Background: an optimization exercise with open tools, aiming at small area. Do not read the settings as production practice. In this exercise RTL edits were held to simulation tests only and were not proved equivalent to the original.

==> inputs of pepper <==
==> flow/design.v <==
module fa (
	input  logic a,
	input  logic b,
	input  logic c,
	output logic s,
	output logic co
);
	assign s  = a ^ b ^ c;
	assign co = (a & b) | (a & c) | (b & c);
endmodule
module ha (
	input  logic a,
	input  logic b,
	output logic s,
	output logic co
);
	assign s  = a ^ b;
	assign co = a & b;
endmodule
module top_servo(
	input logic clk,
	input logic rst_n,
	input logic [11:0] target_pos,
	input logic [11:0] measured_pos,
	input logic [11:0] measured_current,
	output logic pwm_out,
	output logic [17:0] duty,
	output logic current_high
);
	wire [11:0] gtob_out = target_pos;
	wire [11:0] position_b_out = measured_pos;
	wire [11:0] current_b_out = measured_current;
	logic [16:0] duty_n;
	localparam [11:0] CURRENT_MAX = 12'd2500;
	localparam [19:0] LFSR_1M = 20'h875ea;
	localparam logic [31:0] ACC0 = 32'hfff9a502;    
	logic [12:0] x1, x2, x3, x4;
	logic [31:0] acc;
	logic [12:0] xin;
	logic [12:0] cx;
	assign xin[0] = gtob_out[0] ^ position_b_out[0];
	assign cx[1]  = gtob_out[0] | ~position_b_out[0];
	for (genvar i = 1; i < 12; i++) begin : g_xin
		fa u (.a(gtob_out[i]), .b(~position_b_out[i]), .c(cx[i]), .s(xin[i]), .co(cx[i+1]));
	end
	assign xin[12] = ~cx[12];
	wire [12:0] x2u = {~x2[12], x2[11:0]};
	wire [12:0] x3u = {~x3[12], x3[11:0]};
	wire [12:0] x4n = {x4[12], ~x4[11:0]};
	logic [13:0] p;
	logic [13:0] cp;
	ha u_p0 (.a(x3u[0]), .b(x4n[0]), .s(p[0]), .co(cp[1]));
	for (genvar i = 1; i < 13; i++) begin : g_p
		fa u (.a(x3u[i]), .b(x4n[i]), .c(cp[i]), .s(p[i]), .co(cp[i+1]));
	end
	assign p[13] = cp[13];
	logic [15:0] r;
	logic [15:0] cr;
	assign r[1:0] = x2u[1:0];
	ha u_r2 (.a(x2u[2]), .b(x2u[0]), .s(r[2]), .co(cr[3]));
	for (genvar i = 3; i < 13; i++) begin : g_r
		fa u (.a(x2u[i]), .b(x2u[i-2]), .c(cr[i]), .s(r[i]), .co(cr[i+1]));
	end
	ha u_r13 (.a(x2u[11]), .b(cr[13]), .s(r[13]), .co(cr[14]));
	ha u_r14 (.a(x2u[12]), .b(cr[14]), .s(r[14]), .co(cr[15]));
	assign r[15] = cr[15];
	logic [16:0] yu;
	logic [16:0] cy;
	assign yu[0] = p[0];
	ha u_y1 (.a(p[1]), .b(r[0]), .s(yu[1]), .co(cy[2]));
	for (genvar i = 2; i < 14; i++) begin : g_y
		fa u (.a(p[i]), .b(r[i-1]), .c(cy[i]), .s(yu[i]), .co(cy[i+1]));
	end
	ha u_y14 (.a(r[13]), .b(cy[14]), .s(yu[14]), .co(cy[15]));
	ha u_y15 (.a(r[14]), .b(cy[15]), .s(yu[15]), .co(cy[16]));
	assign yu[16] = r[15] ^ cy[16];
	logic [18:0] q;
	logic [18:0] cq;
	assign q[1:0] = yu[1:0];
	ha u_q2 (.a(yu[2]), .b(yu[0]), .s(q[2]), .co(cq[3]));
	for (genvar i = 3; i < 17; i++) begin : g_q
		fa u (.a(yu[i]), .b(yu[i-2]), .c(cq[i]), .s(q[i]), .co(cq[i+1]));
	end
	ha u_q17 (.a(yu[15]), .b(cq[17]), .s(q[17]), .co(cq[18]));
	assign q[18] = yu[16] ^ cq[18];
	logic [19:0] ctl;
	logic [20:0] cc;
	assign ctl[0] = acc[0];
	ha u_c1 (.a(acc[1]), .b(q[0]), .s(ctl[1]), .co(cc[2]));
	for (genvar i = 2; i < 20; i++) begin : g_c
		fa u (.a(acc[i]), .b(q[i-1]), .c(cc[i]), .s(ctl[i]), .co(cc[i+1]));
	end
	wire hi_ones = &acc[30:20];
	wire hi_zero = cc[20] ? (hi_ones & acc[31]) : ~|acc[31:20];
	wire neg     = acc[31] ^ (cc[20] & hi_ones);
	wire mid     = hi_zero & ~|ctl[19:17];      
	wire hi = ~neg & (~mid | (ctl[16:0] > 17'd100000));
	wire lo = neg | (mid & (ctl[16:0] < 17'd50000));
	logic [31:0] acc_sum;
	logic [31:0] ca;
	ha u_a0 (.a(acc[0]), .b(x2[0]), .s(acc_sum[0]), .co(ca[1]));
	for (genvar i = 1; i < 31; i++) begin : g_a
		fa u (.a(acc[i]), .b(x2[i < 13 ? i : 12]), .c(ca[i]), .s(acc_sum[i]), .co(ca[i+1]));
	end
	assign acc_sum[31] = acc[31] ^ x2[12] ^ ca[31];
	wire first = duty_n[16] & duty_n[15];
	always_ff @(posedge clk or negedge rst_n) begin
		if (!rst_n) begin
			x1 <= '0;
			x2 <= '0;
			x3 <= '0;
			x4 <= '0;
			acc <= ACC0;
			duty_n <= '1;
		end else begin
			x1 <= xin;
			x2 <= x1;
			x3 <= x2;
			x4 <= x3;
			acc <= acc_sum;
			if (first || lo)
				duty_n <= ~17'd50000;
			else if (hi)
				duty_n <= ~17'd100000;
			else
				duty_n <= ~ctl[16:0];
		end
	end
	localparam logic [19:0] ODD = 20'haaaaa;
	logic [19:0] st;
	wire  [19:0] lfsr = st ^ ODD;
	wire over = current_b_out > CURRENT_MAX;
	wire fb = ~(lfsr[19] ^ lfsr[16]);
	wire [19:0] lfsr_next = over ? {lfsr[18:0], fb} : 20'd0;
	always_ff @(posedge clk or negedge rst_n) begin
		if (!rst_n) begin
			st <= ODD;
			current_high <= 1'b0;
		end else begin
			st <= lfsr_next ^ ODD;
			current_high <= over & (current_high | (lfsr == LFSR_1M));
		end
	end
	logic [19:0] counter;
	logic [19:0] inc;
	logic [20:0] c;
	logic [17:0] b;
	assign inc[0] = ~counter[0];
	assign c[1] = counter[0];
	for (genvar i = 1; i < 20; i++) begin : g_inc
		ha u (.a(counter[i]), .b(c[i]), .s(inc[i]), .co(c[i+1]));
	end
	wire wrap = &{counter[19:16], counter[14], counter[9], c[6]};
	localparam logic [19:0] WRAP_INC = 20'd1000000;
	always_ff @(posedge clk or negedge rst_n) begin
		if (!rst_n)
			counter <= '0;
		else
			counter <= inc & ~({20{wrap}} & WRAP_INC);
	end
	wire [16:0] dutyp = ~duty_n;
	assign b[0] = 1'b0;
	for (genvar i = 0; i < 17; i++) begin : g_cmp
		assign b[i+1] = (~counter[i] & dutyp[i]) | (~counter[i] & b[i]) | (dutyp[i] & b[i]);
	end
	assign pwm_out = ~current_high & ~|counter[19:17] & b[17];
	assign duty = {1'b0, ~(duty_n | {17{current_high}})};
endmodule
==> flow/flow/run.sh <==
#!/bin/bash
# Layout flow: the standard ORFS flow (standard.sh) with these changes:
#  - after the standard synthesis, the combinational glue logic (everything
#    but the flip-flops, adder cells and tie cells) is re-mapped by Yosys/ABC
#    with an area-oriented script (flow/remap.ys, flow/remap.abc); registers
#    keep their names and cell types. The ABC script is run with random seeds
#    1..8 and the netlist with the smallest cell area is kept (first seed on
#    a tie), so the result is deterministic.
#  - port buffers are buf_1 cells instead of the default pick
#  - clock tree synthesis uses clkbuf_4 leaves under a clkbuf_8 root, in
#    clusters of at most 10 sinks, and inserts no dummy balancing loads
# Logs in the work folder: synth.log (standard synthesis), remap_<seed>.log
# (the re-mappings), standard.log (the rest of the flow); each ORFS step also
# keeps its own log under orfs/logs/.
set -euo pipefail
export BUFFER_PORTS_ARGS="-buffer_cell sky130_fd_sc_hd__buf_1"
export CTS_ARGS="-sink_clustering_enable -repair_clock_nets -dont_use_dummy_load -buf_list sky130_fd_sc_hd__clkbuf_4 -root_buf sky130_fd_sc_hd__clkbuf_8 -sink_clustering_size 10"

R=orfs/results/${FLOW_PLATFORM}/top_servo/base
LIB=${FLOW_HOME}/platforms/${FLOW_PLATFORM}/lib/sky130_fd_sc_hd__tt_025C_1v80.lib
YOSYS=$(command -v yosys || true)
[[ -n "$YOSYS" ]] || YOSYS=${FLOW_HOME}/../tools/install/yosys/bin/yosys

bash standard.sh synth > synth.log 2>&1

cp "$R/1_2_yosys.v" "$R/1_2_yosys_standard.v"
mkdir -p remap
best=""
best_area=""
for seed in 1 2 3 4 5 6 7 8; do
  sed -e "s|SEED|$seed|" flow/remap.abc > remap/remap_$seed.abc
  sed -e "s|LIBFILE|$LIB|g" -e "s|INFILE|$R/1_2_yosys_standard.v|" \
      -e "s|OUTFILE|remap/netlist_$seed.v|" -e "s|ABCSCRIPT|$PWD/remap/remap_$seed.abc|" \
      -e "s|remap_check.txt|remap/check_$seed.txt|" -e "s|remap_stat.txt|remap/stat_$seed.txt|" \
      flow/remap.ys > remap/remap_$seed.ys
  if "$YOSYS" -s remap/remap_$seed.ys > remap_$seed.log 2>&1; then
    area=$(awk '/Chip area for module/ {print $NF}' remap/stat_$seed.txt | tail -1)
    if [[ -n "$area" ]] && { [[ -z "$best" ]] || awk -v a="$area" -v b="$best_area" 'BEGIN{exit !(a < b)}'; }; then
      best=$seed
      best_area=$area
    fi
  fi
done
echo "remap: seed $best, area $best_area" > remap_choice.txt
if [[ -n "$best" ]]; then
  cp "remap/netlist_$best.v" "$R/1_2_yosys.v"
  rm -f "$R/1_synth.odb" "$R/1_synth.sdc"
fi

bash standard.sh > standard.log 2>&1
==> flow/flow/remap.abc <==
&get -n
&deepsyn -J 50 -S SEED
&dch -f
&nf -p -R 1000
&put
topo
==> flow/flow/remap.ys <==
# Re-map the combinational glue of the standard synthesis netlist with an
# area-oriented ABC script. Flip-flops, adder cells and tie cells stay as they
# are (black boxes), so every register keeps its name and cell type.
# run.sh fills in LIBFILE, INFILE, OUTFILE and ABCSCRIPT.
read_liberty -overwrite -ignore_miss_func LIBFILE
blackbox sky130_fd_sc_hd__fa_* sky130_fd_sc_hd__ha_* sky130_fd_sc_hd__df* sky130_fd_sc_hd__conb_*
read_verilog -overwrite INFILE
hierarchy -top top_servo
flatten -noscopeinfo
rename -hide w:_*_.*
opt_clean -purge
abc -liberty LIBFILE -dont_use *probe* -dont_use *lpflow* -script ABCSCRIPT
read_liberty -lib -overwrite LIBFILE
opt_clean -purge
hilomap -singleton -hicell sky130_fd_sc_hd__conb_1 HI -locell sky130_fd_sc_hd__conb_1 LO
splitnets
opt_clean -purge
insbuf -buf sky130_fd_sc_hd__buf_4 A X
opt_clean -purge
tee -o remap_check.txt check -assert
tee -o remap_stat.txt stat -liberty LIBFILE
write_verilog -noattr -noexpr -nohex -nodec OUTFILE
==> flow/standard.sh <==
#!/bin/bash
# synth_recipe.tcl (not shown) runs the flow's synth.tcl, then flattens the netlist and writes it again
# the make line also repeats each setting of config.mk as NAME=value (left out here)
make -C /OpenROAD-flow-scripts/flow DESIGN_CONFIG=/design/flow/config.mk WORK_HOME=/design/flow/orfs CLKGATE_MAP_FILE= SYNTH_SCRIPT=/design/flow/synth_recipe.tcl "${@:-finish}"
==> flow/config.mk <==
export PLATFORM = sky130hd
export DESIGN_NAME = top_servo
export DESIGN_NICKNAME = top_servo
export VERILOG_FILES = /design/flow/design.v
export SDC_FILE = /design/flow/constraint.sdc
export NUM_CORES = 4
export LEC_CHECK = 0
export CAP_MARGIN = 20
export CORE_MARGIN = 2
export CORE_UTILIZATION = 60
export SLEW_MARGIN = 20
export SYNTH_HIERARCHICAL = 1
==> flow/constraint.sdc <==
create_clock -name core_clock -period 20.0 [get_ports {clk}]
set_input_delay 4.0000 -clock core_clock [delete_from_list [all_inputs] [get_ports {clk}]]
set_output_delay 4.0000 -clock core_clock [all_outputs]
set_load 0.01 [all_outputs]
==> inputs of indigo, as changes to pepper <==
==> flow/flow/run.sh (replaced) <==
#!/bin/bash
# Standard ORFS layout (standard.sh, unchanged synthesis) with these changes:
#  - port buffers are buf_1 cells instead of the default pick
#  - clock tree synthesis uses clkbuf_8 and inserts no dummy balancing loads
# make's full output goes to standard.log in the work folder; each ORFS step
# also keeps its own log under orfs/logs/.
set -euo pipefail
export BUFFER_PORTS_ARGS="-buffer_cell sky130_fd_sc_hd__buf_1"
export CTS_ARGS="-sink_clustering_enable -repair_clock_nets -dont_use_dummy_load -buf_list sky130_fd_sc_hd__clkbuf_4 -root_buf sky130_fd_sc_hd__clkbuf_8 -sink_clustering_size 10"
bash standard.sh > standard.log 2>&1
removed: flow/flow/remap.abc
removed: flow/flow/remap.ys
==> inputs of zinc, as changes to pepper <==
==> flow/flow/run.sh (replaced) <==
#!/bin/bash
# Standard ORFS layout (standard.sh, unchanged synthesis) with these changes:
#  - port buffers are buf_1 cells instead of the default pick
#  - clock tree synthesis uses clkbuf_8 and inserts no dummy balancing loads
# make's full output goes to standard.log in the work folder; each ORFS step
# also keeps its own log under orfs/logs/.
set -euo pipefail
export BUFFER_PORTS_ARGS="-buffer_cell sky130_fd_sc_hd__buf_1"
export CTS_ARGS="-sink_clustering_enable -repair_clock_nets -dont_use_dummy_load -buf_list sky130_fd_sc_hd__clkbuf_8"
bash standard.sh > standard.log 2>&1
Settings changed: CORE_UTILIZATION 60 to 40.
removed: flow/flow/remap.abc
removed: flow/flow/remap.ys
==> summary.md <==
| Metric | Value |
|---|---|
| Combined area of the multi-input logic cells | `~3400 um2` |
| Most used cells in the layout excluding fill and tap cells | `107 x fa_1, 96 x dfrtp_1, 55 x buf_1, 46 x dfstp_2, 35 x nor2_1` |
| Min-delay src | `x1[4]` |
| Full die area | `12900 um2` |
| Number of tap cells inserted | `143` |
| Non-clock buffer share of cell area | `~3.4%` |
| Result of the run | `no timing/DRC/antenna violations` |
| Multi-input combinational area share | `44.4%` |
Source of the figures above: indigo

==> summary.md <==
| Metric | Value |
|---|---|
| Combined area of the multi-input logic cells | `3440 um2` |
| Number of tap cells inserted | `roughly 230` |
| Buffer depth of the longest clock path | `2` |
| Topmost layer with routed signal wires | `met4` |
| Hold-fix buffers at CTS | `0` |
| Most used cells in the layout excluding fill and tap cells | `107 x fa_1, 96 x dfrtp_1, 55 x buf_1, 46 x dfstp_2, 35 x nor2_1` |
| Top area cells in the synthesized netlist | `dfrtp_1 33%, fa_1 30%, dfstp_2 17%` |
| Result of the run | `no timing/DRC/antenna violations` |
| Full die area | `between 15000 and 20000 um2` |
| Global-route usage over all layers | `around an eighth` |
| Multi-input combinational area share | `between 40 and 50%` |
Source of the figures above: zinc

==> summary.md <==
| Metric | Value |
|---|---|
| Result of the run | `no timing/DRC/antenna violations` |
| Min-delay src | `x1[10]` |
| Most used cells in the layout excluding fill and tap cells | `107 x fa_1, 96 x dfrtp_1, 55 x buf_1, 46 x dfstp_2` |
| Combined area of the multi-input logic cells | `roughly 3300 um2` |
| Number of tap cells inserted | `between 100 and 150` |
| Multi-input combinational area share | `between 40% and 50%` |
| Full die area | `~13000 um2` |
| Non-clock buffer share of cell area | `approximately 3.2%` |
Source of the figures above: pepper

-- static timing again, ports no longer ideal --
Ports are ideal in the flow. The routed layouts listed here were re-timed in OpenROAD.
Step 1 assumes that a clkbuf_16 drives the clock port and a buf_2 every other input.
Step 2 times the ports against the registers' clock, not the clock port: input delays grow and output delays shrink by t, the midpoint of the rising clock arrivals with the driver on.
Three values: ideal, step 1, step 2; two values: the first two.
run | shift t [ns] | slack for setup (ns) | latest minus earliest clock arrival (ns) | cell pins on the clock port's net
pepper | 0.426 | 7.395 / 7.395 / 7.395 | 0.039 / 0.039 | 1
indigo | 0.432 | 7.259 / 7.259 / 7.259 | 0.034 / 0.034 | 1
zinc | 0.463 | 7.172 / 7.172 / 7.172 | 0.030 / 0.030 | 1
After both steps every run listed still meets setup and hold.
